This design comes from an exercise in tuning for a short achievable clock period and few clock cycles on the open sky130 flow, not from production work.
Function was checked by simulation only, so behaviour that the tests miss may differ from the original.
Power figures rest on the tool's default switching activity, not on a simulated workload.

==> design.v <==
`timescale 1ns / 1ps
module KGPRISC(clk, rst, imem_addr, imem_rdata, dmem_addr, dmem_wdata, dmem_we, dmem_rdata);
	input wire clk, rst;
	output wire [31:0] imem_addr;
	input wire [31:0] imem_rdata;
	output wire [31:0] dmem_addr;
	output wire [31:0] dmem_wdata;
	output wire dmem_we;
	input wire [31:0] dmem_rdata;
	reg  [31:0] pc_f;
	reg         v_d, ptk_d;
	reg  [31:0] ir_d, pc4_d;
	reg         v_e, we_e, ld_e, st_e, setc_e, useimm_e;
	reg  [4:0]  rd_e;
	reg  [31:0] a_e, t_e, imm_e, pv_e;
	reg         fa_m, fa_w, ft_m, ft_w;
	reg         r_add, r_and, r_xor, r_neg, r_shl, r_shr, r_sra, r_pass;
	reg         we_m, st_m;
	reg         ld_m;
	reg  [4:0]  rd_m;
	reg  [31:0] res_m, sd_m, da_m;    
	reg         we_w;
	reg  [4:0]  rd_w;
	reg  [31:0] wv_w;
	reg         carry;
	reg         rst_q;    
	reg  [31:1] wsel_w;
	reg         wz_w, wo_w;
	reg  [31:1] rs_oh, rt_oh;
	reg         se_a, sm_a, sw_a, se_t, sm_t, sw_t;
	wire [31:0] rfq [1:31];
	wire [31:1] rfz, rfo;
	genvar g;
	generate for (g = 1; g < 32; g = g + 1) begin : RF
		reg [31:0] q;
		reg        z, o;
		always @(posedge clk)
			if (rst_q) begin
				q <= 32'd0;
				z <= 1'b1;
				o <= 1'b0;
			end else if (wsel_w[g]) begin
				q <= wv_w;
				z <= wz_w;
				o <= wo_w;
			end
		assign rfq[g] = q;
		assign rfz[g] = z;
		assign rfo[g] = o;
	end endgenerate
	reg  [31:0] ra, rb;
	integer k;
	always @(*) begin
		ra = 32'd0;
		rb = 32'd0;
		for (k = 1; k < 32; k = k + 1) begin
			ra = ra | ({32{rs_oh[k]}} & rfq[k]);
			rb = rb | ({32{rt_oh[k]}} & rfq[k]);
		end
	end
	wire ra_z = ~|(rs_oh & ~rfz);
	wire ra_o = |(rs_oh & rfo);
	wire [31:0] a_fw = fa_m ? res_m : (fa_w ? wv_w : a_e);
	wire [31:0] t_fw = ft_m ? res_m : (ft_w ? wv_w : t_e);
	wire [31:0] b_op = useimm_e ? imm_e : t_fw;
	wire [32:0] sum  = {1'b0, a_fw} + {1'b0, b_op};
	wire [31:0] neg  = 32'd0 - t_fw;
	wire [5:0]  amt  = b_op[5:0];
	wire [63:0] sra_x = {{32{a_fw[31]}}, a_fw} >> amt[4:0];
	wire [31:0] shl  = amt[5] ? 32'd0 : (a_fw << amt[4:0]);
	wire [31:0] shr  = amt[5] ? 32'd0 : (a_fw >> amt[4:0]);
	wire [31:0] sra  = amt[5] ? {32{a_fw[31]}} : sra_x[31:0];
	wire [31:0] res_e = ({32{r_add}} & sum[31:0]) | ({32{r_and}} & (a_fw & b_op)) |
	                    ({32{r_xor}} & (a_fw ^ b_op)) | ({32{r_neg}} & neg) |
	                    ({32{r_shl}} & shl) | ({32{r_shr}} & shr) | ({32{r_sra}} & sra) |
	                    ({32{r_pass}} & pv_e);
	wire [5:0] op = ir_d[31:26];
	wire [4:0] rs = ir_d[25:21];
	wire [4:0] rt = ir_d[20:16];
	wire [9:0] fn = ir_d[9:0];
	wire fn0 = (fn == 10'd0), fn1 = (fn == 10'd1), fn2 = (fn == 10'd2), fn3 = (fn == 10'd3);
	wire o_alu = (op == 6'd0), o_shi = (op == 6'd1), o_shv = (op == 6'd2), o_addi = (op == 6'd3);
	wire o_compi = (op == 6'd4), o_lw = (op == 6'd5), o_sw = (op == 6'd6), o_b = (op == 6'd7);
	wire o_bl = (op == 6'd8), o_bcy = (op == 6'd9), o_bncy = (op == 6'd10), o_br = (op == 6'd11);
	wire o_bltz = (op == 6'd12), o_bz = (op == 6'd13), o_bnz = (op == 6'd14);
	wire o_sh = o_shi | o_shv;
	wire sh_ok = fn0 | fn1 | fn2;
	wire o_rel = o_bltz | o_bz | o_bnz;
	wire o_pd = o_b | o_bl | o_bcy | o_bncy;
	wire [31:0] imm21 = {{11{ir_d[20]}}, ir_d[20:0]};
	wire [31:0] imm16 = {{16{ir_d[15]}}, ir_d[15:0]};
	wire [31:0] rel_tgt = pc4_d + {imm21[29:0], 2'b00};
	wire [31:0] pd_tgt  = {pc4_d[31:28], ir_d[25:0], 2'b00};
	wire seq_d = (o_pd & (ir_d[25:0] == pc4_d[27:2])) | (o_rel & (ir_d[20:0] == 21'd0));
	wire uses_a = (o_alu & (fn0 | fn1 | fn2)) | o_shi | o_shv | o_addi | o_lw | o_sw | o_br | o_rel;
	wire uses_t = (o_alu & (fn0 | fn1 | fn2 | fn3)) | o_shv | o_sw;
	wire writes = o_alu | o_sh | o_addi | o_compi;    
	wire [4:0] rd_d = o_lw ? rt : (o_bl ? 5'd31 : rs);
	wire we_d = ((writes | o_lw) & (rd_d != 5'd0)) | o_bl;
	wire [31:0] a_d = sw_a ? wv_w : ra;
	wire [31:0] t_d = sw_t ? wv_w : rb;
	wire a_d_z = sw_a ? wz_w : ra_z;
	wire m_z = (res_m == 32'd0);
	wire m_o = (res_m == 32'd1);
	wire hit_e = se_a;
	wire hit_m = sm_a;
	wire hitt_e = se_t;
	wire hitt_m = sm_t;
	wire o_regbr = o_rel | o_br;
	reg         brw;
	reg  [31:0] brv;
	wire br_slow = o_br & ~hit_e & ~hit_m & ~brw;
	reg         pex_d;    
	wire [31:0] bv = hit_m ? res_m : brv;
	wire b_neg = hit_m ? res_m[31] : a_d[31];
	wire b_zero = hit_m ? m_z : a_d_z;
	wire stall_d = v_d & ((ld_e & ((uses_a & hit_e) | (uses_t & hitt_e))) |
	                      (~pex_d & ((o_regbr & (hit_e | (hit_m & ld_m))) |
	                                 ((o_bcy | o_bncy) & setc_e) | br_slow)));
	wire adv_d = v_d & ~stall_d;
	wire taken_d = (o_bz & b_zero) | (o_bnz & ~b_zero) | (o_bltz & b_neg) | o_br |
	               o_b | o_bl | (o_bcy & carry) | (o_bncy & ~carry);
	wire long_d = o_rel & ~((ir_d[20:6] == 15'd0) | (ir_d[20:6] == 15'h7FFF));
	wire c_t = adv_d & ~seq_d & ~pex_d & (~ptk_d | long_d);
	wire c_n = adv_d & ~seq_d & ~pex_d & ptk_d;
	wire s_bv = c_t & o_br;
	wire s_tg = c_t & ~o_br & taken_d;
	wire s_p4 = c_n & ~taken_d;
	wire redir_d = s_bv | s_tg | s_p4;
	wire [31:0] tgt_d = o_rel ? rel_tgt : pd_tgt;
	wire d_dec = v_d & o_addi & (rs != 5'd0) & (ir_d[20:0] == 21'h1FFFFF) & ~hit_e & ~(hit_m & ld_m);
	wire d_one = hit_m ? m_o : (sw_a ? wo_w : ra_o);
	wire d_brk = v_d & o_addi & (rs != 5'd0) & ((hit_e & r_pass) | (~hit_e & hit_m & ~ld_m));
	wire [31:0] d_bsum = (hit_e ? pv_e : res_m) + imm21;
	wire [31:0] fi = imem_rdata;
	wire [5:0] f_op = fi[31:26];
	wire f_pd = (f_op == 6'd7) | (f_op == 6'd8);
	wire f_bz = (f_op == 6'd13), f_bnz = (f_op == 6'd14);
	wire f_rel = (f_op == 6'd12) | f_bz | f_bnz;
	wire f_know = d_dec & (f_bz | f_bnz) & (fi[25:21] == rs);
	wire f_brk = d_brk & (f_op == 6'd11) & (fi[25:21] == rs);
	wire [31:0] pc4_f = pc_f + 32'd4;
	wire f_short = (fi[20:6] == 15'd0) | (fi[20:6] == 15'h7FFF);
	wire [6:0]  f_lo = {1'b0, pc4_f[7:2]} + {1'b0, fi[5:0]};
	wire [23:0] f_hi = pc4_f[31:8];
	wire [23:0] f_hi_p1 = f_hi + 24'd1;
	wire [23:0] f_hi_m1 = f_hi - 24'd1;
	wire [23:0] f_hi_t = fi[20] ? (f_lo[6] ? f_hi : f_hi_m1) : (f_lo[6] ? f_hi_p1 : f_hi);
	wire [31:0] f_rel_tgt = {f_hi_t, f_lo[5:0], pc4_f[1:0]};
	wire [31:0] f_pd_tgt = {pc4_f[31:28], fi[25:0], 2'b00};
	wire f_bcy = (f_op == 6'd9), f_bncy = (f_op == 6'd10);
	wire f_cknow = ~(v_d & ((o_alu & fn0) | o_addi)) & ~setc_e;
	wire f_ctk = f_cknow & ((f_bcy & carry) | (f_bncy & ~carry));
	wire f_ptk = f_pd | f_ctk | (f_rel & (f_know ? (f_bnz ^ d_one) : fi[20]));
	wire [31:0] f_tgt = f_rel ? f_rel_tgt : f_pd_tgt;
	wire s_keep = ~redir_d & stall_d;
	wire s_ft = ~redir_d & ~stall_d & f_ptk;
	wire s_fb = ~redir_d & ~stall_d & f_brk;
	wire s_f4 = ~redir_d & ~stall_d & ~f_ptk & ~f_brk;
	wire [31:0] npc = ({32{s_bv}} & bv) | ({32{s_tg}} & tgt_d) | ({32{s_p4}} & pc4_d) |
	                  ({32{s_keep}} & pc_f) | ({32{s_ft}} & f_tgt) | ({32{s_fb}} & d_bsum) |
	                  ({32{s_f4}} & pc4_f);
	wire [4:0] rs_n = stall_d ? rs : fi[25:21];
	wire [4:0] rt_n = stall_d ? rt : fi[20:16];
	assign imem_addr  = pc_f;
	assign dmem_addr  = da_m;
	assign dmem_wdata = sd_m;
	assign dmem_we    = st_m;
	always @(posedge clk) begin
		rst_q <= rst;
		if (rst) begin
			pc_f <= 32'd0;
			carry <= 1'b0;
			v_d <= 1'b0;
			v_e <= 1'b0; we_e <= 1'b0; ld_e <= 1'b0; st_e <= 1'b0; setc_e <= 1'b0;
			we_m <= 1'b0; st_m <= 1'b0; ld_m <= 1'b0;
			we_w <= 1'b0;
			wsel_w <= 31'd0;
			brw <= 1'b0;
		end else begin
			pc_f <= npc;
			if (v_e & setc_e) carry <= sum[32];
			v_d <= ~redir_d;
			brw <= v_d & br_slow;
			if (!stall_d) begin
				ir_d <= fi;
				pc4_d <= pc4_f;
				ptk_d <= f_ptk;
				pex_d <= f_brk | (f_know & f_short);
				for (k = 1; k < 32; k = k + 1) begin
					rs_oh[k] <= (fi[25:21] == k);
					rt_oh[k] <= (fi[20:16] == k);
				end
			end
			v_e    <= adv_d;
			we_e   <= adv_d & we_d;
			ld_e   <= adv_d & o_lw;
			st_e   <= adv_d & o_sw;
			setc_e <= adv_d & ((o_alu & fn0) | o_addi);
			we_m  <= we_e;
			ld_m  <= ld_e;
			st_m  <= st_e;
			we_w <= we_m;
			for (k = 1; k < 32; k = k + 1) wsel_w[k] <= we_m & (rd_m == k);
		end
	end
	always @(posedge clk) begin
		brv <= a_d;
		rd_e   <= rd_d;
		a_e    <= a_d;
		t_e    <= t_d;
		fa_m   <= hit_e;
		fa_w   <= hit_m;
		ft_m   <= hitt_e;
		ft_w   <= hitt_m;
		se_a   <= adv_d & we_d & (rd_d == rs_n);
		sm_a   <= we_e & (rd_e == rs_n);
		sw_a   <= we_m & (rd_m == rs_n);
		se_t   <= adv_d & we_d & (rd_d == rt_n);
		sm_t   <= we_e & (rd_e == rt_n);
		sw_t   <= we_m & (rd_m == rt_n);
		useimm_e <= o_addi | o_lw | o_sw | o_shi;
		imm_e  <= o_shi ? {26'd0, ir_d[15:10]} : (o_addi ? imm21 : imm16);
		pv_e   <= o_compi ? (32'd0 - imm21) : (o_bl ? pc4_d : 32'd0);
		r_add  <= (o_alu & fn0) | o_addi | o_lw | o_sw;
		r_and  <= o_alu & fn1;
		r_xor  <= o_alu & fn2;
		r_neg  <= o_alu & fn3;
		r_shl  <= o_sh & fn0;
		r_shr  <= o_sh & fn1;
		r_sra  <= o_sh & fn2;
		r_pass <= o_compi | o_bl | (o_alu & ~(fn0 | fn1 | fn2 | fn3)) | (o_sh & ~sh_ok);
		rd_m  <= rd_e;
		res_m <= res_e;
		da_m  <= sum[31:0];
		sd_m  <= t_fw;
		rd_w <= rd_m;
		wv_w <= ld_m ? dmem_rdata : res_m;
		wz_w <= ld_m ? (dmem_rdata == 32'd0) : m_z;
		wo_w <= ld_m ? (dmem_rdata == 32'd1) : m_o;
	end
endmodule
==> flow/run.sh <==
#!/bin/bash
# Own layout flow: the standard ORFS flow (standard.sh, unchanged synthesis), with
# - the port buffers made buf_4 cells (buffer_ports otherwise picks a slow delay cell);
# - gate sizing not limited to the same footprint.
set -euo pipefail
MARGIN=${MARGIN:-9.5}
sed "s|\"\${@:-finish}\"|SETUP_SLACK_MARGIN=$MARGIN MATCH_CELL_FOOTPRINT=0 'BUFFER_PORTS_ARGS=-buffer_cell sky130_fd_sc_hd__buf_4' \"\${@:-finish}\"|" standard.sh > standard_margin.sh
grep -q "SETUP_SLACK_MARGIN=$MARGIN" standard_margin.sh
bash standard_margin.sh > standard_margin.log 2>&1
==> standard.sh <==
#!/bin/bash
# synth_recipe.tcl (not shown) runs the flow's synth.tcl, then flattens the netlist and writes it again
# the make line also repeats each setting of config.mk as NAME=value (left out here)
make -C /OpenROAD-flow-scripts/flow DESIGN_CONFIG=/design/flow/config.mk WORK_HOME=/design/flow/orfs CLKGATE_MAP_FILE= SYNTH_SCRIPT=/design/flow/synth_recipe.tcl "${@:-finish}"
==> config.mk <==
export PLATFORM = sky130hd
export DESIGN_NAME = KGPRISC
export DESIGN_NICKNAME = KGPRISC
export VERILOG_FILES = /design/flow/design.v
export SDC_FILE = /design/flow/constraint.sdc
export NUM_CORES = 4
export LEC_CHECK = 0
export CAP_MARGIN = 20
export CORE_MARGIN = 2
export CORE_UTILIZATION = 40
export SLEW_MARGIN = 20
==> constraint.sdc <==
create_clock -name core_clock -period 14.0 [get_ports {clk}]
set_input_delay 2.8000 -clock core_clock [delete_from_list [all_inputs] [get_ports {clk}]]
set_output_delay 2.8000 -clock core_clock [all_outputs]
set_load 0.01 [all_outputs]
==> metrics.md, run 1 <==
| Metric | Value |
|---|---|
| Run status | complete, no violations |
| Die X | about 450 um |
| Final hold violation count | 0 |
| Final std cells w/o fill | 11.4k |
| FP Rows | between 150 and 200 |
| Avg Cell Area, Syn | approximately 9 um^2 |
| Drt total wl | around 420000 um |
| Layout cells sized above 1 | approximately an eighth |
| # IOs | 163 |
| Register area | between 30000 and 40000 um^2 |
| Pwr dens | 110 nW/um^2 |
| HPWL reported at the end of detailed placement | between 200000 and 300000 um |
| Rel. slew slack | a little under an eighth |
| Crit path launch type | input port |
| Kind of critical path | in -> reg |
| Worst reg2reg setup slack | just over 9000 ps |
| Worst setup startpoint | imem_rdata[0] |
| Cts bufs inserted | around 170 |
| WP data arrival | 5650 ps |
| Synth unique cells | 100 |
| Worst Max-Slew Pin Slew | around 1300 ps |
| Die H | around 450 um |
| Fmax | a little over 200 MHz |
| Cell Area, Synth | about 79000 um^2 |
| Cells after synthesis | 8824 |
| DP Cell Count | roughly 11k |
| Async SR Flop Fraction | 0% |
| Vias/cell | 6.85 |
| RSZ-0062 raised after global routing | yes |
| Clock buffer depth | 3 |
| First-pass GRT wire length | between 500000 and 600000 um |
| Critical R2R Capture | pc_f[30] |
| Placed cell areas | around 83000 um^2 |
| Post-synthesis register bit count | between 1.5k and 2k |
| Max VDD drop | between 0.1 and 0.15 mV |
| Die footprint | about 200000 um^2 |
| Crit path capture | pc_f[24] |
| Setup WS post-layout | approximately 9000 ps |
| Worst-case reg-to-reg path depth | 15 |
| Post-layout min period | between 4000 and 5000 ps |
| Post-route ant nets | 0 |
| Final Cycle Share | between 30 and 40% |
| Max_cap viols | 0 |
| Initial detailed-routing violation count | 12.8k |
| Register area share after synthesis | between 40 and 50% |
| CP required | roughly 15000 ps |
| Hold slack final | 352 ps |
| Finished Cell Area | roughly 90000 um^2 |
| Vias | 78.2k |
| CTS H-Tree Depth | 4 |
| Slew Limit Fails | 0 |
| Drt drc | 0 |
| Remaining global-route overflow | 0 |
| Starting density of the core | approximately two fifths |
| Vias in the first global route | 72.0k |
| CTS Hold Buffers Added | 0 |
| Final net count | about 8.8k |
| Power Total | 9.90 mW |
| Commonest cells after routing, fill and taps aside | 1348 x dfxtp_1, 1328 x nor2_1, 1233 x mux2i_1 |
| Commonest non-fill, non-tap cell in the layout | dfxtp_1 |
| Leak | about 32 nW |
| Fillers | 19.0k |
| Skew-Pair Late Insertion Delay | about 860 ps |
| WL per Instance | ~37 um |
| Multi-input gate area | approximately 44000 um^2 |
| Worst hold path class | reg -> reg |
| CP max FO | 4 |
| Warnings, synthesis | 1 |
| Core area | about 200000 um^2 |
| Clk slew on worst S/H paths | 60 ps |
| Initial DRT Pass Iterations | 9 |
| Crit end category | flop |
| Syn-to-layout area delta | 13.3% |
| Port buffer count | between 150 and 200 |
| CTS Sinks | 1533 |
| Reg2reg start | se_a |
| TritonCTS clock tree | done |
| GRT Overall Usage | 39.5% |
| Largest net degree at the start of global routing | roughly 240 |
| Syn Nets | around 9.0k |
| Layout Utilization | a little under half |
| Synth Flop Type | dfxtp_1 |
| Clock Tree Root | clkbuf_16 |
| Final Setup Violations | 0 |
| EDFF count, synth | ~130 |
| Final TNS setup | 0 ps |
| Setup WS pre-CTS | 7960 ps |
| Antenna violations before repair | 35 |
| GPL Wtd Cong | 1.05 |
| Max Clock Skew | 45.0 ps |
worst max-delay path, cell delays in order:
cell,delay [ps]
buf_8,80
ha_4,120
inv_2,40
fa_2,380
nor2b_4,150
o31ai_4,100
a211oi_4,330
nand2_2,100
buf_6,130
or4_4,480
nor3_4,170
a31oi_1,70
xnor2_1,260
a21oi_2,100
a221oi_2,250
a21oi_1,90
cell usage after synthesis, types with 7 or more instances:
master / n / share of area, %
o21a_1: 37 / 0.35
a221o_1: 15 / 0.19
buf_1: 117 / 0.55
o21ai_1: 10 / 0.063
a22o_1: 345 / 3.8
nand2b_1: 30 / 0.24
inv_1: 158 / 0.75
a21oi_1: 351 / 2.2
o21ai_0: 229 / 1.4
and2_1: 30 / 0.24
nor4_1: 57 / 0.45
nand2_1: 427 / 2.0
nor3b_1: 10 / 0.095
a32o_1: 7 / 0.088
edfxtp_1: 128 / 4.9
a2111oi_0: 13 / 0.14
mux2_2: 94 / 1.3
ha_1: 107 / 1.7
mux2i_1: 1237 / 16
or2_2: 7 / 0.055
a31oi_1: 61 / 0.48
a222oi_1: 25 / 0.32
and4_1: 15 / 0.17
nand3b_1: 7 / 0.066
clkbuf_1: 689 / 3.3
a211oi_1: 42 / 0.40
or3_1: 21 / 0.17
a21boi_0: 10 / 0.095
nand4_1: 183 / 1.4
xor2_1: 67 / 0.74
and3_1: 30 / 0.24
o21bai_1: 16 / 0.15
nand3_1: 142 / 0.90
dfxtp_1: 1405 / 36
nor3_1: 147 / 0.93
o22ai_1: 7 / 0.055
nor2b_1: 47 / 0.37
o211ai_1: 45 / 0.43
o31ai_1: 28 / 0.27
a21o_1: 57 / 0.54
xnor2_1: 141 / 1.6
a221oi_1: 359 / 4.0
a22oi_1: 364 / 3.5
nor2_1: 1334 / 6.3
buf_2: 33 / 0.21
routing by layer:
| layer | part of all wire, % | track usage (%) | vias to the layer above |
|---|---|---|---|
| met5 | 0.069 | 0.118 | - |
| met4 | 9.7 | 30.6 | 30 |
| met3 | 14 | 13.5 | 2063 |
| met2 | 41 | 57.8 | 6481 |
| met1 | 36 | 47.5 | 37600 |
| li1 | - | - | 32000 |
state kept, by name (all words and copies together) (netlist names), 5 cells and up:
signal  count
rd_e        5
imm_e      21
pv_e       32
res_m      32
rs_oh      31
t_e        32
ir_d       32
sd_m       32
da_m       32
brv        32
wv_w       32
rt_oh      31
wsel_w     31
rd_m        5
pc4_d      32
RF.q      992
RF.o       31
pc_f       32
RF.z       31
power by group:
part | total (mW) | internal, mW | switching, mW | leakage (nW)
registers | 4.53 | 4.45 | 0.0777 | 12.7
logic | 0.728 | 0.190 | 0.538 | 16.5
clock network | 4.64 | 2.65 | 1.99 | 2.78
total | 9.90 | 7.29 | 2.61 | 32.0
timing repair:
item | CTS | global route
resized for setup | 96 | 55
setup endpoints to repair | 169 | 128
buffers inserted | 18 | 32
hold endpoints to repair | 0 | 0
gates cloned | 6 | 4
pin swaps | 22 | 43
final cells by class:
type                    instances  share of cell area (%)
well taps                    2640                    3.68
inverters                     161                   0.678
multi-input cells            6285                    49.0
diodes                         16                  0.0446
repair buffers                479                    4.41
clock buffers                 241                    5.43
flip-flops and latches       1533                    35.8
clock inverters                68                   0.922
logic make-up after synthesis:
logic type	count (synthesis)	synth area share, %
simple gates	2528	14.2
compound gates	2103	19.4
flops	1533	40.4
mux	1334	17.0
buf+inv	1007	4.86
xor+xnor	208	2.30
fa+ha+maj	111	1.79
worst min path at each step:
stage | start | to | slack, ps | depth (start not counted)
global route | sm_t | ft_w | 360 | 0
finish | sm_t | ft_w | 350 | 0
floorplan | sm_t | ft_w | 310 | 0
detailed placement | sm_t | ft_w | 370 | 0
global placement | sm_t | ft_w | 370 | 0
CTS | sm_t | ft_w | 360 | 0
Testbench counts, summed over its fixed seeds: cycles 27,326.
==> inputs of run 2 (changes only) <==
--- a/design.v
+++ b/design.v
@@ -13,7 +13,7 @@
 	reg         v_e, we_e, ld_e, st_e, setc_e, useimm_e;
 	reg  [4:0]  rd_e;
 	reg  [31:0] a_e, t_e, imm_e, pv_e;
-	reg         fa_m, fa_w, ft_m, ft_w;
+	reg         fa_m, ft_m;
 	reg         r_add, r_and, r_xor, r_neg, r_shl, r_shr, r_sra, r_pass;
 	reg         we_m, st_m;
 	reg         ld_m;
@@ -60,8 +60,8 @@
 	end
 	wire ra_z = ~|(rs_oh & ~rfz);
 	wire ra_o = |(rs_oh & rfo);
-	wire [31:0] a_fw = fa_m ? res_m : (fa_w ? wv_w : a_e);
-	wire [31:0] t_fw = ft_m ? res_m : (ft_w ? wv_w : t_e);
+	wire [31:0] a_fw = fa_m ? res_m : a_e;
+	wire [31:0] t_fw = ft_m ? res_m : t_e;
 	wire [31:0] b_op = useimm_e ? imm_e : t_fw;
 	wire [32:0] sum  = {1'b0, a_fw} + {1'b0, b_op};
 	wire [31:0] neg  = 32'd0 - t_fw;
@@ -101,6 +101,7 @@
 	wire [31:0] t_d = sw_t ? wv_w : rb;
 	wire a_d_z = sw_a ? wz_w : ra_z;
 	wire m_z = (res_m == 32'd0);
+	wire [31:0] m_val = ld_m ? dmem_rdata : res_m;    
 	wire m_o = (res_m == 32'd1);
 	wire hit_e = se_a;
 	wire hit_m = sm_a;
@@ -207,12 +208,10 @@
 	always @(posedge clk) begin
 		brv <= a_d;
 		rd_e   <= rd_d;
-		a_e    <= a_d;
-		t_e    <= t_d;
+		a_e    <= hit_m ? m_val : a_d;
+		t_e    <= hitt_m ? m_val : t_d;
 		fa_m   <= hit_e;
-		fa_w   <= hit_m;
 		ft_m   <= hitt_e;
-		ft_w   <= hitt_m;
 		se_a   <= adv_d & we_d & (rd_d == rs_n);
 		sm_a   <= we_e & (rd_e == rs_n);
 		sw_a   <= we_m & (rd_m == rs_n);
@@ -235,7 +234,7 @@
 		da_m  <= sum[31:0];
 		sd_m  <= t_fw;
 		rd_w <= rd_m;
-		wv_w <= ld_m ? dmem_rdata : res_m;
+		wv_w <= m_val;
 		wz_w <= ld_m ? (dmem_rdata == 32'd0) : m_z;
 		wo_w <= ld_m ? (dmem_rdata == 32'd1) : m_o;
 	end
==> run 2 against run 1 <==
Critical path type unchanged. Sequential share of layout area increased by 0.32 points. Via count decreased by 0.61%. Global-route usage decreased by 0.47 points. Clock-buffer cell count decreased by 3. Critical path depth unchanged. Synthesized cell count fell by 1.3%. Register-to-register slack gained 170 ps.
==> metrics.md, run 2 <==
| Metric | Value |
|---|---|
| Reg2reg start | se_a |
| Final Setup Violations | 0 |
| Syn-to-layout area delta | 14.0% |
| Most common cell in the synthesized netlist | dfxtp_1 |
| Drt drc | 0 |
| Final net count | slightly below 9k |
| Rel. slew slack | around 14% |
| Antenna violations before repair | 33 |
| Final Cycle Share | roughly 36% |
| GPL Wtd Cong | between 1 and 1.5 |
| Synth unique cells | just over 90 |
| Yosys top cell area share | a little over a third |
| Post-layout min period | around 5000 ps |
| Hold Startpoint | rd_e[3] |
| Worst Max-Slew Pin Slew | approximately 1300 ps |
| Initial detailed-routing violation count | 12.4k |
| Synth Flop Type | dfxtp_1 |
| Run status | complete, no violations |
| Die H | 450 um |
| Die footprint | approximately 200000 um^2 |
| Clock Tree Root | clkbuf_16 |
| Worst setup startpoint | imem_rdata[0] |
| Commonest cells post-synth | 1435 x dfxtp_1, 1356 x nor2_1, 1160 x mux2i_1 |
| Post-synthesis register bit count | around 1.6k |
| # IOs | ~160 |
| Crit path launch type | input port |
| Synth top area cells | dfxtp_1 36%, mux2i_1 15%, nor2_1 6.4% |
| EDFF count, synth | ~130 |
| Async SR Flop Fraction | 0% |
| Cell Area, Synth | 79500 um^2 |
| Starting density of the core | 40.3% |
| Core area | 197000 um^2 |
| Vias/cell | between 6 and 7 |
| Layout cells sized above 1 | between 10% and 20% |
| Final TNS setup | 0 ps |
| Remaining global-route overflow | 0 |
| Cells after synthesis | a little under 9k |
| Clk slew on worst S/H paths | ~60 ps |
| Port buffer count | approximately 160 |
| Avg Cell Area, Syn | a little over 9 um^2 |
| Largest register by flop count | RF.q |
| Register area share after synthesis | between 40 and 50% |
| Max Clock Skew | 46.7 ps |
| Max VDD drop | between 0.1 and 0.15 mV |
| GRT Overall Usage | around 39% |
| Register area | about 33000 um^2 |
| Skew-Pair Late Insertion Delay | between 800 and 900 ps |
| Worst hold path class | reg -> reg |
| CTS H-Tree Depth | 4 |
| CP max FO | 6 |
| Pwr dens | 117 nW/um^2 |
| Hold slack final | ~400 ps |
| CTS Sinks | between 1.5k and 2k |
| Post-route ant nets | 0 |
| Commonest cells after routing, fill and taps aside | 1363 x dfxtp_1, 1346 x nor2_1, 1151 x mux2i_1 |
| TritonCTS clock tree | done |
| Syn Nets | 8884 |
| Die X | around 450 um |
| Drt total wl | 417000 um |
| Dominant cell type by area after synthesis | dfxtp_1 |
| Clock buffer depth | 3 |
| Vias | a little under 80k |
| Crit end category | flop |
| Max_cap viols | 0 |
| Vias in the first global route | roughly 72k |
| HPWL reported at the end of detailed placement | 262000 um |
| Fillers | roughly 19k |
| CTS Hold Buffers Added | 0 |
| Fmax | between 150 and 200 MHz |
| Slew Limit Fails | 0 |
| Kind of critical path | in -> reg |
| Cts bufs inserted | roughly 170 |
| Multi-input gate area | 44100 um^2 |
| Initial DRT Pass Iterations | 9 |
| WL per Instance | 36.8 um |
| Final hold violation count | 0 |
| Commonest non-fill, non-tap cell in the layout | dfxtp_1 |
| First-pass GRT wire length | 568000 um |
| Warnings, synthesis | 1 |
| Largest net degree at the start of global routing | just under 200 |
| WP data arrival | between 5000 and 6000 ps |
| RSZ-0062 raised after global routing | yes |
| Max reg flops | just under 1k |
| CP required | about 15000 ps |
| FP Rows | about 160 |
| Leak | about 32 nW |
[run 2: cell count changes in the layout (fill, tap and decap cells not counted), sizes merged, moves of 20 or more]
cell | before | now
nor3 | 151 | 102
mux2i | 1238 | 1160
o32ai | 3 | 34
nor2 | 1335 | 1357
a21oi | 352 | 263
inv | 163 | 88
a211oi | 43 | 23
o21ai | 239 | 263
mux2 | 95 | 178
nand2 | 427 | 389
o32a | 3 | 33
dfxtp | 1405 | 1435
[run 2: logic make-up after synthesis]
family	count (synthesis)	share of synthesized area, %
adders and majority gates	111	1.78
xor gates and xnor gates	198	2.18
DFF	1563	41.0
muxes	1338	17.1
and+or+nand+nor	2485	13.9
buffers and inverters	929	4.44
AOI/OAI and AO/OA	2083	19.6
[run 2: worst max-delay path, cell delays in order]
cell and delay (ps):
buf_8 100, ha_4 150, inv_2 50, fa_2 210
nor2b_2 50, o31a_1 320, o21ai_4 180, buf_4 140
buf_6 90, o211ai_1 120, or4_4 600, nor4_1 350
o21ai_2 110, xnor2_2 170, a221oi_2 250, a21oi_1 90
[run 2: power by group]
group / total (mW) / internal (mW) / switching (mW)
registers: 4.65 / 4.55 / 0.101
clock network: 4.99 / 2.91 / 2.08
logic: 0.996 / 0.249 / 0.747
[run 2: layer usage]
metal / GRT usage [%] / vias up / wire length [um]
li1: - / 31800 / -
met1: 47.5 / 37400 / 151000
met2: 56.1 / 6455 / 169000
met3: 13.7 / 2048 / 56100
met4: 30.2 / 18 / 40200
met5: 0 / - / 264
[run 2: through the flow]
step | instance area, um^2 | instances | total power, mW | util, % | worst slack [ps]
6_report | 90600 | 11300 | 10.6 | 45.9 | 8900
5_1_grt | 90600 | 11300 | 10.8 | 45.9 | 8820
4_1_cts | 89800 | 11300 | 10.5 | 45.5 | 9020
3_5_place_dp | 83000 | 10900 | 5.62 | 42.1 | 8060
3_3_place_gp | 83000 | 10900 | 5.62 | 42.1 | 8010
2_1_floorplan | 79700 | 8707 | 5.17 | - | 8530
[run 2: final cells by class]
cell class | instances | share of cell area (%)
clock buffer | 238 | 5.53
sequential | 1563 | 36.1
tap | 2640 | 3.64
timing repair buffer | 479 | 4.28
multi-input combinational | 6215 | 48.7
antenna | 32 | 0.0883
inverter | 83 | 0.356
clock inverter | 76 | 1.28
[run 2: worst paths after layout]
path	cells after the start	slack, ps	endpoint
max	16	8900	pc_f[25]
min	0	400	rd_m[3]
max reg2reg	15	9310	pc_f[30]
min reg2reg	0	400	rd_m[3]
[run 2: timing repair]
action,4_1_cts,5_1_grt
pin swaps,27,47
gates cloned,3,4
setup endpoints to repair,87,48
buffers inserted,35,35
resized for setup,79,78
Testbench counts of run 2, summed over its fixed seeds: cycles 27,326.
==> inputs of run 3 (changes only) <==
--- a/design.v
+++ b/design.v
@@ -121,7 +121,7 @@
 	wire adv_d = v_d & ~stall_d;
 	wire taken_d = (o_bz & b_zero) | (o_bnz & ~b_zero) | (o_bltz & b_neg) | o_br |
 	               o_b | o_bl | (o_bcy & carry) | (o_bncy & ~carry);
-	wire long_d = o_rel & ~((ir_d[20:6] == 15'd0) | (ir_d[20:6] == 15'h7FFF));
+	wire long_d = o_rel & (rel_tgt[31:10] != pc4_d[31:10]);
 	wire c_t = adv_d & ~seq_d & ~pex_d & (~ptk_d | long_d);
 	wire c_n = adv_d & ~seq_d & ~pex_d & ptk_d;
 	wire s_bv = c_t & o_br;
@@ -141,13 +141,9 @@
 	wire f_know = d_dec & (f_bz | f_bnz) & (fi[25:21] == rs);
 	wire f_brk = d_brk & (f_op == 6'd11) & (fi[25:21] == rs);
 	wire [31:0] pc4_f = pc_f + 32'd4;
-	wire f_short = (fi[20:6] == 15'd0) | (fi[20:6] == 15'h7FFF);
-	wire [6:0]  f_lo = {1'b0, pc4_f[7:2]} + {1'b0, fi[5:0]};
-	wire [23:0] f_hi = pc4_f[31:8];
-	wire [23:0] f_hi_p1 = f_hi + 24'd1;
-	wire [23:0] f_hi_m1 = f_hi - 24'd1;
-	wire [23:0] f_hi_t = fi[20] ? (f_lo[6] ? f_hi : f_hi_m1) : (f_lo[6] ? f_hi_p1 : f_hi);
-	wire [31:0] f_rel_tgt = {f_hi_t, f_lo[5:0], pc4_f[1:0]};
+	wire [8:0]  f_lo = {1'b0, pc4_f[9:2]} + {1'b0, fi[7:0]};
+	wire [31:0] f_rel_tgt = {pc4_f[31:10], f_lo[7:0], pc4_f[1:0]};
+	wire f_ok = fi[20] ? ((fi[20:8] == 13'h1FFF) & f_lo[8]) : ((fi[20:8] == 13'd0) & ~f_lo[8]);
 	wire [31:0] f_pd_tgt = {pc4_f[31:28], fi[25:0], 2'b00};
 	wire f_bcy = (f_op == 6'd9), f_bncy = (f_op == 6'd10);
 	wire f_cknow = ~(v_d & ((o_alu & fn0) | o_addi)) & ~setc_e;
@@ -187,7 +183,7 @@
 				ir_d <= fi;
 				pc4_d <= pc4_f;
 				ptk_d <= f_ptk;
-				pex_d <= f_brk | (f_know & f_short);
+				pex_d <= f_brk | (f_know & f_ok);
 				for (k = 1; k < 32; k = k + 1) begin
 					rs_oh[k] <= (fi[25:21] == k);
 					rt_oh[k] <= (fi[20:16] == k);
==> run 3 against run 2 <==
Still clean. Synthesized cell count shrank 0.33%. Utilization grew 0.14 points. Global-route usage grew 1.5 points. Critical path type is now reg -> reg. Largest cell class unchanged. Largest power group unchanged.
==> metrics.md, run 3 <==
| Metric | Value |
|---|---|
| Max VDD drop | between 0.1 and 0.15 mV |
| Die X | about 450 um |
| Port buffer count | roughly 160 |
| Hold slack final | approximately 380 ps |
| Cell Area, Synth | 79000 um^2 |
| Worst Max-Slew Pin Slew | 1290 ps |
| Pwr dens | 114 nW/um^2 |
| Reg2reg start | rs_oh[29] |
| Crit end category | flop |
| Critical R2R Capture | pc_f[2] |
| CTS Hold Buffers Added | 0 |
| Final hold violation count | 0 |
| Async SR Flop Fraction | 0% |
| Cts bufs inserted | 170 |
| Avg Cell Area, Syn | 9.11 um^2 |
| WP data arrival | ~5400 ps |
| Fmax | between 200 and 250 MHz |
| Syn-to-layout area delta | 14.7% |
| Synth Flop Type | dfxtp_1 |
| GRT Overall Usage | between 40% and 50% |
| Top Family by Delay on Critical Path | compound AO/OA/AOI/OAI gates |
| CP max-delay cell | buf_4 |
| CP Cell Sequence | buf_4, buf_4, a22o_1, a221oi_1, and4_1, a21o_1, a32o_1, a2111oi_4, buf_4, nand4_1, or4_4, buf_6, a21oi_4, nand2_2, o211ai_1 |
| Worst-case reg-to-reg path depth | 15 |
| Syn Nets | between 8k and 9k |
| Remaining global-route overflow | 0 |
| Clock buffer depth | 3 |
| Die footprint | approximately 200000 um^2 |
| CP required | 14740 ps |
| Hold EP | rd_m[2] |
| Slew Limit Fails | 0 |
| Rel. slew slack | 13.8% |
| First-pass GRT wire length | between 500000 and 600000 um |
| Final TNS setup | 0 ps |
| # IOs | around 160 |
| Final Setup Violations | 0 |
| Number of buffers and inverters on the critical path | 4 |
| Setup WS post-layout | 9370 ps |
| WL per Instance | roughly 38 um |
| FP Rows | 163 |
| Core area | between 150000 and 200000 um^2 |
| Final net count | roughly 8.7k |
| Yosys top cell area share | a little over a third |
| Cells after synthesis | approximately 8.7k |
| Drt total wl | 429000 um |
| CP max stage delay | 580 ps |
| Setup WS pre-CTS | approximately 8100 ps |
| EDFF count, synth | ~130 |
| HPWL reported at the end of detailed placement | 272000 um |
| Hold Startpoint | rd_e[2] |
| Largest net degree at the start of global routing | 241 |
| Initial detailed-routing violation count | ~14k |
| Vias | between 70k and 80k |
| Layout cells sized above 1 | around 14% |
| Max Clock Skew | ~52 ps |
| Worst hold path class | reg -> reg |
| Kind of critical path | reg -> reg |
| Vias in the first global route | ~72k |
| Commonest cells after routing, fill and taps aside | 1401 x nor2_1, 1374 x dfxtp_1, 1135 x mux2i_1 |
| Clk slew on worst S/H paths | about 60 ps |
| Synth unique cells | between 90 and 100 |
| Initial DRT Pass Iterations | 11 |
| Max_cap viols | 0 |
| Hold Path Cell Cnt | 0 |
| Run status | complete, no violations |
| Commonest cells post-synth | 1435 x dfxtp_1, 1404 x nor2_1, 1143 x mux2i_1 |
| Most common cell in the synthesized netlist | dfxtp_1 |
| CP max FO | 20 |
| Post-synthesis register bit count | roughly 1.6k |
| CTS Sinks | 1563 |
| Number of cells on the critical path | 15 |
| Commonest non-fill, non-tap cell in the layout | nor2_1 |
| Antenna violations before repair | 29 |
| Register area share after synthesis | about two fifths |
| CTS H-Tree Depth | 4 |
| Worst reg2reg setup slack | 9370 ps |
| Leak | approximately 32 nW |
| Final Cycle Share | about a third |
| Max reg flops | 992 |
| RSZ-0062 raised after global routing | yes |
| Post-layout min period | 4630 ps |
| Most used cell, CP | buf_4 |
| Crit path launch type | flop |
| Largest register by flop count | RF.q |
| Die H | around 450 um |
| Starting density of the core | 40.2% |
| GPL Wtd Cong | about 1.0 |
| Dominant cell type by area after synthesis | dfxtp_1 |
| Fillers | about 19k |
| Drt drc | 0 |
| Clock Tree Root | clkbuf_16 |
| Post-route ant nets | 0 |
| Synth top area cells | dfxtp_1 36%, mux2i_1 14%, nor2_1 6.7% |
| Vias/cell | a little under 7 |
| Warnings, synthesis | 1 |
| Skew-Pair Late Insertion Delay | 870 ps |
| TritonCTS clock tree | done |
==> run 3: cell types whose count changed in the layout (fill, tap and decap cells not counted), sizes merged, moves of 17 or more <==
cell	before	now
a21oi	263	328
nand2	389	336
nor2	1357	1405
nor3	102	147
o32a	33	0
inv	88	119
nor2b	58	27
a31oi	42	18
nand2b	34	58
buf	472	491
and3	47	30
==> run 3: worst reg2reg max path: stages, from the launching register on <==
cell	delay [ps]
edfxtp_1	330
buf_4	440
buf_4	590
a22o_1	310
a221oi_1	60
and4_1	260
a21o_1	220
a32o_1	310
a2111oi_4	360
buf_4	210
nand4_1	140
or4_4	500
buf_6	150
a21oi_4	230
nand2_2	150
o211ai_1	240
==> run 3: per-layer routing <==
layer / share of wire [%] / track usage [%]
met4: 9.7 / 30.9
met3: 14 / 14.7
met1: 36 / 49.3
met2: 40 / 58.1
met5: 0.046 / 0.118
==> run 3: worst max-delay path by stage <==
stage	startpoint	endpoint	slack (ps)
3_3_place_gp	ft_m	res_m[30]	8050
3_5_place_dp	ft_m	res_m[30]	8070
4_1_cts	fa_m	res_m[30]	9480
6_report	rs_oh[29]	pc_f[2]	9370
5_1_grt	useimm_e	carry	9300
2_1_floorplan	rst	pc_f[22]	8530
==> run 3: logic make-up after synthesis <==
kind of cell	after synthesis	share of synthesized area, %
buffers and inverters	929	4.49
AND/OR/NAND/NOR	2467	13.7
XOR/XNOR	213	2.47
AO/OA/AOI/OAI	2081	19.4
adder cells (fa/ha/maj)	111	1.80
flip-flops	1563	41.2
multiplexers	1314	16.9
==> run 3: through the flow <==
step	util [%]	area, um^2	std cells	power (mW)
floorplan	-	79200	8678	5.05
global placement	42.0	82600	10900	5.39
detailed placement	42.0	82600	10900	5.39
CTS	45.6	89700	11300	10.2
global route	46.0	90600	11300	10.5
finish	46.1	90600	11300	10.3
==> run 3: repair_timing <==
item | CTS | global route
setup buffers | 56 | 35
gates cloned | 6 | 3
pin swaps | 23 | 35
endpoints found under the setup margin | 156 | 112
resized for setup | 125 | 100
endpoints found under the hold margin | 0 | 0
==> run 3: where the power goes <==
group	internal (mW)	switching [mW]	total, mW
clock	2.83	2.05	4.88
combinational	0.217	0.596	0.814
sequential	4.54	0.0593	4.60
==> run 3: cell type report <==
cell class	count	area (um^2)	share of cell area (%)
Tap cell	2640	3300	3.64
Clock inverter	74	1050	1.16
Timing Repair Buffer	499	4130	4.56
Inverter	115	435	0.480
Clock buffer	241	4990	5.50
Sequential cell	1563	32700	36.1
Antenna cell	22	55.1	0.0607
Multi-Input combinational cell	6188	43900	48.5
Testbench counts of run 3, summed over its fixed seeds: cycles 27,417.
==> inputs of run 4 (changes only) <==
--- a/flow/run.sh
+++ b/flow/run.sh
@@ -3,7 +3,7 @@
 # - the port buffers made buf_4 cells (buffer_ports otherwise picks a slow delay cell);
 # - gate sizing not limited to the same footprint.
 set -euo pipefail
-MARGIN=${MARGIN:-9.5}
+MARGIN=${MARGIN:-9.7}
 sed "s|\"\${@:-finish}\"|SETUP_SLACK_MARGIN=$MARGIN MATCH_CELL_FOOTPRINT=0 'BUFFER_PORTS_ARGS=-buffer_cell sky130_fd_sc_hd__buf_4' \"\${@:-finish}\"|" standard.sh > standard_margin.sh
 grep -q "SETUP_SLACK_MARGIN=$MARGIN" standard_margin.sh
 bash standard_margin.sh > standard_margin.log 2>&1
==> run 4 against run 3 <==
Synthesized cell count did not move. Die area is the same. Power is 1.2% lower. Utilization rose by 0.41 points. Critical path type unchanged.
==> metrics.md, run 4 <==
| Metric | Value |
|---|---|
| Run status | complete, no violations |
| Final TNS setup | 0 ps |
| Kind of critical path | reg -> reg |
| Antenna violations before repair | 33 |
| Layout Utilization | between 40 and 50% |
| CTS Sinks | 1563 |
| FP Rows | approximately 160 |
| Dominant cell type by area after synthesis | dfxtp_1 |
| Synth Flop Type | dfxtp_1 |
| Fillers | approximately 19k |
| Clk slew on worst S/H paths | ~60 ps |
| Post-synthesis register bit count | 1563 |
| Rel. slew slack | about an eighth |
| WL per Instance | between 30 and 40 um |
| Synth top area cells | dfxtp_1 36%, mux2i_1 14%, nor2_1 6.7% |
| Async SR Flop Fraction | 0% |
| Starting density of the core | approximately 40% |
| CP required | ~15000 ps |
| Final std cells w/o fill | 11.4k |
| Largest register by flop count | RF.q |
| GRT Overall Usage | about two fifths |
| Die H | 449 um |
| Max reg flops | 992 |
| Vias in the first global route | approximately 70k |
| Max_cap viols | 0 |
| Avg Cell Area, Syn | about 9 um^2 |
| Cell Area, Synth | 79000 um^2 |
| Commonest cells after routing, fill and taps aside | 1401 x nor2_1, 1351 x dfxtp_1, 1126 x mux2i_1 |
| Syn Nets | around 8.9k |
| CP Cell Sequence | buf_4, buf_4, a221oi_1, and4_1, a21o_1, a32o_1, a2111oi_4, buf_4, mux2i_1, o21ai_4, nor2_1, buf_4, a21oi_1, a21o_1, o211ai_1 |
| Finished Cell Area | 91400 um^2 |
| Max VDD drop | between 0.1 and 0.15 mV |
| CP max FO | 20 |
| Crit path launch type | flop |
| Final Cycle Share | about a third |
| Post-layout min period | 4650 ps |
| Largest net degree at the start of global routing | between 200 and 250 |
| Register area share after synthesis | about two fifths |
| Max Clock Skew | 65.1 ps |
| Die X | roughly 450 um |
| CP max stage delay | roughly 640 ps |
| Skew-Pair Late Insertion Delay | between 800 and 900 ps |
| Cts bufs inserted | ~170 |
| Register area | around 33000 um^2 |
| Vias/cell | 6.86 |
| Placed cell areas | between 80000 and 90000 um^2 |
| Remaining global-route overflow | 0 |
| CP max-delay cell | buf_4 |
| Cells after synthesis | between 8k and 9k |
| Initial DRT Pass Iterations | 9 |
| EDFF count, synth | between 100 and 150 |
| WP data arrival | approximately 5400 ps |
| Yosys top cell area share | between 30% and 40% |
| Warnings, synthesis | 1 |
| Clock buffer depth | 3 |
| CTS H-Tree Depth | 4 |
| Pwr dens | 111 nW/um^2 |
| Final Setup Violations | 0 |
| GPL Wtd Cong | ~1.1 |
| Final hold violation count | 0 |
| Layout cells sized above 1 | 15.0% |
| Most common cell in the synthesized netlist | dfxtp_1 |
| Commonest cells post-synth | 1435 x dfxtp_1, 1404 x nor2_1, 1143 x mux2i_1 |
| Initial detailed-routing violation count | approximately 13k |
| TritonCTS clock tree | done |
| Fmax | approximately 210 MHz |
| Slew Limit Fails | 0 |
| Worst Max-Slew Pin Slew | 1310 ps |
| Commonest non-fill, non-tap cell in the layout | nor2_1 |
| Most used cell, CP | buf_4 |
| Syn-to-layout area delta | 15.7% |
| Multi-input gate area | 44400 um^2 |
| RSZ-0062 raised after global routing | yes |
| Port buffer count | 162 |
| First-pass GRT wire length | just under 600000 um |
| Final net count | about 8.8k |
| Post-route ant nets | 0 |
| Leak | ~32 nW |
| Core area | a little under 200000 um^2 |
| Clock Tree Root | clkbuf_16 |
| Vias | between 70k and 80k |
| Drt drc | 0 |
| # IOs | ~160 |
| Synth unique cells | 93 |
| Crit end category | flop |
| Power Total | about 10 mW |
| HPWL reported at the end of detailed placement | ~270000 um |
| Die footprint | approximately 200000 um^2 |
| Worst hold path class | reg -> reg |
| DP Cell Count | around 11k |
| Drt total wl | about 430000 um |
run 4: cell counts after synthesis:
No cell type changed its count.
run 4: path summary, 6_finish.rpt:
path	from	end	slack, ps	depth (start not counted)
worst min register to register	se_t	ft_m	390	0
worst min-delay path	se_t	ft_m	390	0
worst max register to register	rs_oh[18]	pc_f[9]	9350	15
worst max-delay path	rs_oh[18]	pc_f[9]	9350	15
run 4: per-layer routing:
metal	GRT usage [%]	wire (um)	up-vias	share of wire, %
met5	0	177	-	0.041
met4	29.1	41100	28	9.6
met3	15.2	60900	2192	14
met2	57.9	172000	6575	40
met1	49.0	153000	37400	36
li1	-	-	31700	-
run 4: power by group:
part / internal [mW] / total, mW / switching [mW]
clock: 2.68 / 4.74 / 2.06
sequential: 4.54 / 4.60 / 0.0642
combinational: 0.226 / 0.826 / 0.600
total: 7.44 / 10.2 / 2.72
run 4: through the flow:
stage	hold slack [ps]	worst slack [ps]
floorplan	331	8530
global placement	389	7640
detailed placement	388	7680
CTS	395	9540
global route	398	9360
finish	387	9350
run 4: repair_timing:
action,in CTS,in global routing
hold buffers,0,0
pin swaps,45,36
setup endpoints to repair,169,114
setup buffers,78,51
gates resized for setup,223,122
cloned,7,7
run 4: layout make-up:
cell class | instances | share of cell area [%]
Inverter | 115 | 0.488
Timing Repair Buffer | 546 | 5.17
Clock inverter | 68 | 1.01
Clock buffer | 242 | 5.35
Tap cell | 2640 | 3.61
Sequential cell | 1563 | 35.8
Multi-Input combinational cell | 6186 | 48.5
Timing Repair inverter | 1 | 0.00547
Antenna cell | 12 | 0.0328
run 4: cells by family (layout without fill, tap and decap cells):
kind of cell / count (synthesis) / count (layout) / share of synthesized area, %
xor gates and xnor gates: 213 / 213 / 2.47
and+or+nand+nor: 2467 / 2467 / 13.7
DFF: 1563 / 1563 / 41.2
muxes: 1314 / 1314 / 16.9
other: 0 / 12 / 0
buffers and inverters: 929 / 972 / 4.49
adders and majority gates: 111 / 111 / 1.80
AOI/OAI and AO/OA: 2081 / 2081 / 19.4
run 4: worst max-delay path, delay by kind of cell, from the launching register on:
kind	cells	cell delay [ps]
buffers and inverters	4	1580
AO/OA/AOI/OAI	8	1660
multiplexers	1	340
AND/OR/NAND/NOR	2	540
flip-flops	1	340
==> inputs of run 5 (changes only) <==
--- a/flow/run.sh
+++ b/flow/run.sh
@@ -3,7 +3,7 @@
 # - the port buffers made buf_4 cells (buffer_ports otherwise picks a slow delay cell);
 # - gate sizing not limited to the same footprint.
 set -euo pipefail
-MARGIN=${MARGIN:-9.7}
+MARGIN=${MARGIN:-9.5}
 sed "s|\"\${@:-finish}\"|SETUP_SLACK_MARGIN=$MARGIN MATCH_CELL_FOOTPRINT=0 'BUFFER_PORTS_ARGS=-buffer_cell sky130_fd_sc_hd__buf_4' \"\${@:-finish}\"|" standard.sh > standard_margin.sh
 grep -q "SETUP_SLACK_MARGIN=$MARGIN" standard_margin.sh
 bash standard_margin.sh > standard_margin.log 2>&1
--- a/config.mk
+++ b/config.mk
@@ -7,5 +7,5 @@
 export LEC_CHECK = 0
 export CAP_MARGIN = 20
 export CORE_MARGIN = 2
-export CORE_UTILIZATION = 40
+export CORE_UTILIZATION = 50
 export SLEW_MARGIN = 20
==> run 5 against run 4 <==
Clock power about the same. Hold slack gained 20 ps. Final cell count fell by 5.8%. Sequential share of layout area grew 0.90 points. Register-to-register slack got worse by 130 ps. Routed wire length shrank 2.2%. Utilization grew 10 points. Clock skew grew 8.4 ps. Setup slack lost 130 ps. Global-route usage is 9.2 points higher. Combinational power decreased by 6.1%. Critical endpoint is now res_m[30].
==> metrics.md, run 5 <==
| Metric | Value |
|---|---|
| Core area | 157000 um^2 |
| # IOs | 163 |
| Cell Area, Synth | 79000 um^2 |
| EDFF count, synth | 128 |
| Syn-to-layout area delta | 12.7% |
| Die H | between 400 and 500 um |
| WL per Instance | just under 40 um |
| Crit end category | flop |
| Setup WS pre-CTS | about 8000 ps |
| Final Setup Violations | 0 |
| Pwr dens | 114 nW/um^2 |
| Crit path launch type | flop |
| CP required | roughly 15000 ps |
| Final std cells w/o fill | between 10k and 15k |
| Final hold violation count | 0 |
| Final net count | 8680 |
| Worst Max-Slew Pin Slew | around 1300 ps |
| Register area | roughly 33000 um^2 |
| Worst hold path class | reg -> reg |
| Clk slew on worst S/H paths | ~60 ps |
| Clock Tree Root | clkbuf_16 |
| Clock buffer depth | 3 |
| Clock power share | 46.8% |
| Synth top area cells | dfxtp_1 36%, mux2i_1 14%, nor2_1 6.7% |
| Most common cell in the synthesized netlist | dfxtp_1 |
| Max reg flops | around 1000 |
| Commonest cells after routing, fill and taps aside | 1401 x nor2_1, 1381 x dfxtp_1, 1134 x mux2i_1 |
| Starting density of the core | ~50% |
| Avg Cell Area, Syn | between 9 and 10 um^2 |
| Vias/cell | 7.30 |
| Port buffer count | around 160 |
| Psw | roughly 2.7 mW |
| Die footprint | roughly 160000 um^2 |
| Drt drc | 0 |
| CTS Sinks | around 1.6k |
| Final Cycle Share | about a third |
| Initial DRT Pass Iterations | 10 |
| Register area share after synthesis | between 40 and 50% |
| Post-route ant nets | 0 |
| Skew-Pair Late Insertion Delay | 860 ps |
| Antenna violations before repair | 35 |
| Yosys top cell area share | about 36% |
| CTS H-Tree Depth | 4 |
| Dominant cell type by area after synthesis | dfxtp_1 |
| Vias | 78.3k |
| Async SR Flop Fraction | 0% |
| RSZ-0062 raised after global routing | yes |
| Commonest non-fill, non-tap cell in the layout | nor2_1 |
| CP max FO | 32 |
| Multi-input gate area | 43700 um^2 |
| Leak | between 30 and 40 nW |
| HPWL reported at the end of detailed placement | between 200000 and 300000 um |
| Final TNS setup | 0 ps |
| Initial detailed-routing violation count | 13.8k |
| Cells after synthesis | approximately 8.7k |
| Max VDD drop | ~0.15 mV |
| Int Pwr | between 7 and 8 mW |
| Layout Utilization | 56.9% |
| First-pass GRT wire length | between 500000 and 600000 um |
| Commonest cells post-synth | 1435 x dfxtp_1, 1404 x nor2_1, 1143 x mux2i_1 |
| TritonCTS clock tree | done |
| Max Clock Skew | about 74 ps |
| GPL Wtd Cong | ~1.1 |
| Fmax | between 200 and 250 MHz |
| Largest register by flop count | RF.q |
| Post-layout min period | ~4800 ps |
| Remaining global-route overflow | 0 |
| GRT Overall Usage | slightly below 50% |
| Rel. slew slack | 11.5% |
| Post-synthesis register bit count | approximately 1.6k |
| Synth unique cells | 93 |
| Largest net degree at the start of global routing | approximately 210 |
| Seq pwr share | a little under half |
| Max_cap viols | 0 |
| WP data arrival | about 5500 ps |
| Die X | roughly 400 um |
| Layout cells sized above 1 | between 10 and 15% |
| Switch share | a little over a quarter |
| Synth Flop Type | dfxtp_1 |
| Finished Cell Area | about 89000 um^2 |
| Syn Nets | slightly below 9k |
| DP Cell Count | 10.3k |
| Placed cell areas | about 82000 um^2 |
| Fillers | around 14k |
| Cts bufs inserted | about 170 |
| Kind of critical path | reg -> reg |
| Vias in the first global route | a little over 70k |
| Setup WS post-layout | between 9000 and 10000 ps |
| Comb pwr share | between 7 and 8% |
| Warnings, synthesis | 1 |
| Run status | complete, no violations |
| Drt total wl | ~420000 um |
| Slew Limit Fails | 0 |
| FP Rows | between 100 and 150 |
run 5: timing repair:
action                                  4_1_cts  5_1_grt
buffers inserted                             34       26
resized for setup                            88       76
hold buffers                                  0        0
pin swaps                                     9       24
endpoints found under the setup margin      164      132
cloned                                        2        5
run 5: logic make-up (layout without fill, tap and decap cells):
family,after synthesis,count (layout),share of synthesized area (%)
adders and majority gates,111,111,1.80
buffers and inverters,929,892,4.49
other,0,17,0
muxes,1314,1315,16.9
xor gates and xnor gates,213,213,2.47
AOI/OAI and AO/OA,2081,2081,19.4
and+or+nand+nor,2467,2467,13.7
DFF,1563,1563,41.2
run 5: area by class of cell:
type | instances | share of cell area (%)
antenna | 17 | 0.0477
clock buffer | 230 | 5.47
clock inverter | 79 | 1.04
inverter | 115 | 0.497
multi-input combinational | 6187 | 49.1
sequential | 1563 | 36.7
tap | 2058 | 2.89
timing repair buffer | 468 | 4.23
run 5: worst max-delay path, stage by stage, from the launching register on:
cell and delay, ps:
dfxtp_1 300, buf_4 430, mux2i_2 580, inv_1 290
ha_1 610, nor2_1 80, a21oi_1 150, a21oi_1 80
a221oi_1 950, o2111ai_1 610, a221oi_1 370, o21ai_0 160
run 5: per-stage QoR:
stage,power (mW),hold slack (ps)
finish,10.1,407
floorplan,5.05,331
global placement,5.38,400
detailed placement,5.38,400
global route,10.3,412
CTS,10.0,406
run 5: worst paths after layout:
path	from	slack (ps)	depth (start not counted)	to
worst min-delay path	rd_e[3]	410	0	rd_m[3]
worst max-delay path	fa_m	9220	11	res_m[30]
worst min register to register	rd_e[3]	410	0	rd_m[3]
worst max register to register	fa_m	9220	11	res_m[30]
run 5: power by group through the flow:
stage / clock, mW / sequential (mW) / combinational, mW
after floorplan: 0 / 4.67 / 0.378
after global placement: 0 / 4.70 / 0.679
after detailed placement: 0 / 4.70 / 0.675
after CTS: 4.72 / 4.60 / 0.704
after global routing: 4.89 / 4.60 / 0.775
final: 4.74 / 4.60 / 0.776
run 5: layer usage:
layer	track usage (%)	routed length [um]	vias to the layer above
met4	39.6	43500	30
met5	1.28	699	-
met3	19.6	62400	2381
li1	-	-	31600
met2	69.3	164000	7158
met1	59.8	147000	37100
==> inputs of run 6 (changes only) <==
--- a/design.v
+++ b/design.v
@@ -121,7 +121,8 @@
 	wire adv_d = v_d & ~stall_d;
 	wire taken_d = (o_bz & b_zero) | (o_bnz & ~b_zero) | (o_bltz & b_neg) | o_br |
 	               o_b | o_bl | (o_bcy & carry) | (o_bncy & ~carry);
-	wire long_d = o_rel & (rel_tgt[31:10] != pc4_d[31:10]);
+	reg         fok_d;    
+	wire long_d = o_rel & ~fok_d;
 	wire c_t = adv_d & ~seq_d & ~pex_d & (~ptk_d | long_d);
 	wire c_n = adv_d & ~seq_d & ~pex_d & ptk_d;
 	wire s_bv = c_t & o_br;
@@ -184,6 +185,7 @@
 				pc4_d <= pc4_f;
 				ptk_d <= f_ptk;
 				pex_d <= f_brk | (f_know & f_ok);
+				fok_d <= f_ok;
 				for (k = 1; k < 32; k = k + 1) begin
 					rs_oh[k] <= (fi[25:21] == k);
 					rt_oh[k] <= (fi[20:16] == k);
--- a/config.mk
+++ b/config.mk
@@ -7,5 +7,5 @@
 export LEC_CHECK = 0
 export CAP_MARGIN = 20
 export CORE_MARGIN = 2
-export CORE_UTILIZATION = 50
+export CORE_UTILIZATION = 40
 export SLEW_MARGIN = 20
==> run 6 against run 5 <==
Synthesized area decreased by 1.2%. Hold slack got worse by 11 ps. Clock power increased by 4%. Clock-buffer cell count increased by 9. Register-to-register slack improved by 330 ps. Still clean. Clock skew decreased by 18 ps.
==> metrics.md, run 6 <==
| Metric | Value |
|---|---|
| Run status | complete, no violations |
| Core area | a little under 200000 um^2 |
| Antenna violations before repair | 39 |
| Critical R2R Capture | res_m[31] |
| Top Family by Delay on Critical Path | flip-flops |
| Vias | ~76k |
| Commonest cells post-synth | 1435 x dfxtp_1, 1401 x nor2_1, 1155 x mux2i_1 |
| GRT Overall Usage | around two fifths |
| Avg Cell Area, Syn | around 9 um^2 |
| Drt drc | 0 |
| Yosys top cell area share | 36.8% |
| Layout cells sized above 1 | 12.6% |
| Number of buffers and inverters on the critical path | 1 |
| Fillers | ~19k |
| Setup WS pre-CTS | about 8300 ps |
| Reg2reg start | ft_m |
| Kind of critical path | reg -> out |
| Final Cycle Share | 31.8% |
| Multi-input gate area | between 40000 and 50000 um^2 |
| Final hold violation count | 0 |
| Max_cap viols | 0 |
| Synth Flop Type | dfxtp_1 |
| CP max FO | 7 |
| Cell Area, Synth | approximately 78000 um^2 |
| Max VDD drop | between 0.1 and 0.15 mV |
| Hold Startpoint | rd_e[3] |
| Synth unique cells | 89 |
| Syn Nets | 8636 |
| WL per Instance | 37.2 um |
| HPWL reported at the end of detailed placement | 251000 um |
| Die H | 446 um |
| DP Cell Count | ~11k |
| Initial detailed-routing violation count | 12.5k |
| Final Setup Violations | 0 |
| Initial DRT Pass Iterations | 10 |
| Remaining global-route overflow | 0 |
| Register area share after synthesis | 41.8% |
| Clock Tree Root | clkbuf_16 |
| Die X | ~450 um |
| Hold EP | rd_m[3] |
| Crit end category | primary output |
| Drt total wl | between 400000 and 500000 um |
| CTS Sinks | 1564 |
| Final TNS setup | 0 ps |
| GPL Wtd Cong | 1.03 |
| Hold Path Cell Cnt | 0 |
| Largest register by flop count | RF.q |
| Worst-case reg-to-reg path depth | 12 |
| Syn-to-layout area delta | 13.0% |
| Crit path launch type | flop |
| Dominant cell type by area after synthesis | dfxtp_1 |
| Pwr dens | about 120 nW/um^2 |
| Most common cell in the synthesized netlist | dfxtp_1 |
| EDFF count, synth | between 100 and 150 |
| Leak | about 31 nW |
| Warnings, synthesis | 1 |
| Post-route ant nets | 0 |
| Max Clock Skew | 55.9 ps |
| CP max stage delay | around 590 ps |
| Worst Max-Slew Pin Slew | roughly 1300 ps |
| Clock buffer depth | 3 |
| Commonest cells after routing, fill and taps aside | 1396 x nor2_1, 1372 x dfxtp_1, 1144 x mux2i_1 |
| Post-synthesis register bit count | 1564 |
| Power Total | between 10 and 15 mW |
| CP required | 11200 ps |
| # IOs | approximately 160 |
| Skew-Pair Late Insertion Delay | about 900 ps |
| Vias/cell | about 6.9 |
| Rel. slew slack | approximately a tenth |
| Worst reg2reg setup slack | 9550 ps |
| Register area | ~33000 um^2 |
| CP Cell Sequence | buf_4 |
| FP Rows | around 160 |
| WP data arrival | 1660 ps |
| Fmax | 224 MHz |
| Cts bufs inserted | 172 |
| Final net count | between 8k and 9k |
| Die footprint | between 150000 and 200000 um^2 |
| Async SR Flop Fraction | 0% |
| Post-layout min period | roughly 4500 ps |
| Worst hold path class | reg -> reg |
| Largest net degree at the start of global routing | approximately 240 |
| Port buffer count | approximately 160 |
| CTS H-Tree Depth | 4 |
| First-pass GRT wire length | between 500000 and 600000 um |
| Slew Limit Fails | 0 |
| Clk slew on worst S/H paths | 60 ps |
| CP max-delay cell | dfxtp_1 |
| Max reg flops | 992 |
| Synth top area cells | dfxtp_1 37%, mux2i_1 15%, nor2_1 6.7% |
| Starting density of the core | 40.2% |
| Cells after synthesis | between 8k and 9k |
| Hold slack final | between 300 and 400 ps |
| Final std cells w/o fill | 10.9k |
| RSZ-0062 raised after global routing | yes |
| Commonest non-fill, non-tap cell in the layout | nor2_1 |
| TritonCTS clock tree | done |
| Setup WS post-layout | between 9000 and 10000 ps |
| Vias in the first global route | 69.7k |
## run 6: what timing repair did
item / 4_1_cts / 5_1_grt
pin swaps: 5 / 6
setup endpoints to repair: 173 / 120
hold buffers: 0 / 0
gates cloned: 4 / 3
gates resized for setup: 41 / 29
setup buffers: 7 / 12
hold endpoints to repair: 0 / 0
## run 6: metal layers
metal	global-route usage [%]	part of all wire, %
met5	0.537	0.080
met4	30.6	9.9
met3	14.5	14
met2	56.4	40
met1	46.7	35
## run 6: worst max path at each step
stage / from / end / slack [ps] / cells after the start
floorplan: rst / fok_d / 8530 / 4
global placement: ft_m / carry / 8310 / 20
detailed placement: ft_m / carry / 8330 / 20
CTS: ir_d[27] / sw_a / 9500 / 11
global route: ir_d[28] / sw_a / 9450 / 11
finish: pc_f[18] / imem_addr[18] / 9540 / 1
## run 6: where the power goes
group,leakage (nW),total (mW),internal [mW],switching [mW]
logic,15.5,0.641,0.156,0.485
registers,12.9,4.61,4.54,0.0699
clock network,2.98,4.92,2.85,2.07
total,31.4,10.2,7.54,2.63
## run 6: worst register-to-register path, delay by kind of cell, from the launching register on
family | cells | cell delay, ps
AND/OR/NAND/NOR | 2 | 140
AO/OA/AOI/OAI | 3 | 1570
multiplexers | 4 | 1290
flip-flops | 1 | 410
buffers and inverters | 3 | 960
## run 6: logic make-up (layout without fill, tap and decap cells)
| logic type | after synthesis | after routing | synth area share [%] |
|---|---|---|---|
| DFF | 1564 | 1564 | 41.8 |
| buffers and inverters | 880 | 808 | 4.32 |
| other | 0 | 16 | 0 |
| muxes | 1335 | 1335 | 17.4 |
| and+or+nand+nor | 2414 | 2415 | 13.6 |
| xor gates and xnor gates | 192 | 192 | 2.15 |
| adders and majority gates | 111 | 111 | 1.82 |
| AOI/OAI and AO/OA | 1963 | 1963 | 18.9 |
## run 6: area by class of cell
type,count,area share [%]
multi-input combinational,6016,48.2
antenna,16,0.0454
timing repair buffer,416,3.79
sequential,1564,37.2
clock buffer,239,5.62
inverter,72,0.311
clock inverter,81,1.26
tap,2542,3.61
## run 6: per-stage QoR
step / util (%) / area (um^2)
4_1_cts: 45.2 / 87800
5_1_grt: 45.3 / 88100
3_5_place_dp: 41.9 / 81400
6_report: 45.4 / 88200
3_3_place_gp: 41.9 / 81400
2_1_floorplan: - / 78200
Testbench counts of run 6, summed over its fixed seeds: cycles 27,417.

==> separate check: timing with driven ports <==
No port has a modelled driver above. Below, the same layouts with a new extraction and two added sets of constraints. Step 1 (the two cells are an assumption about what drives the block):
set clk [get_ports {clk}]
set_driving_cell -lib_cell sky130_fd_sc_hd__clkbuf_16 $clk
set_driving_cell -lib_cell sky130_fd_sc_hd__buf_2 [delete_from_list [all_inputs] $clk]
Step 2 times the ports against the registers' clock, not the clock port: input delays grow and output delays shrink by t, the midpoint of the rising clock arrivals with the driver on. Slacks: ideal ports / drivers / drivers and shift; pairs: ideal ports / drivers.
| run | shift t [ns] | setup slack, ns | pins driven straight from the clock port |
|---|---|---|---|
| run 1 | 0.921 | 9.038 / 9.069 / 8.148 | 1 |
| run 2 | 0.952 | 8.899 / 8.951 / 7.999 | 1 |
| run 3 | 0.936 | 9.371 / 9.371 / 8.698 | 1 |
| run 4 | 0.929 | 9.347 / 9.347 / 8.784 | 1 |
| run 5 | 0.908 | 9.215 / 9.215 / 8.749 | 1 |
| run 6 | 0.936 | 9.543 / 9.452 / 8.816 | 1 |
After both steps setup and hold are still met in every run listed. The setup slack of run 2, which loses most, moves by +0.052 ns with the drivers and by -0.900 ns with both steps.
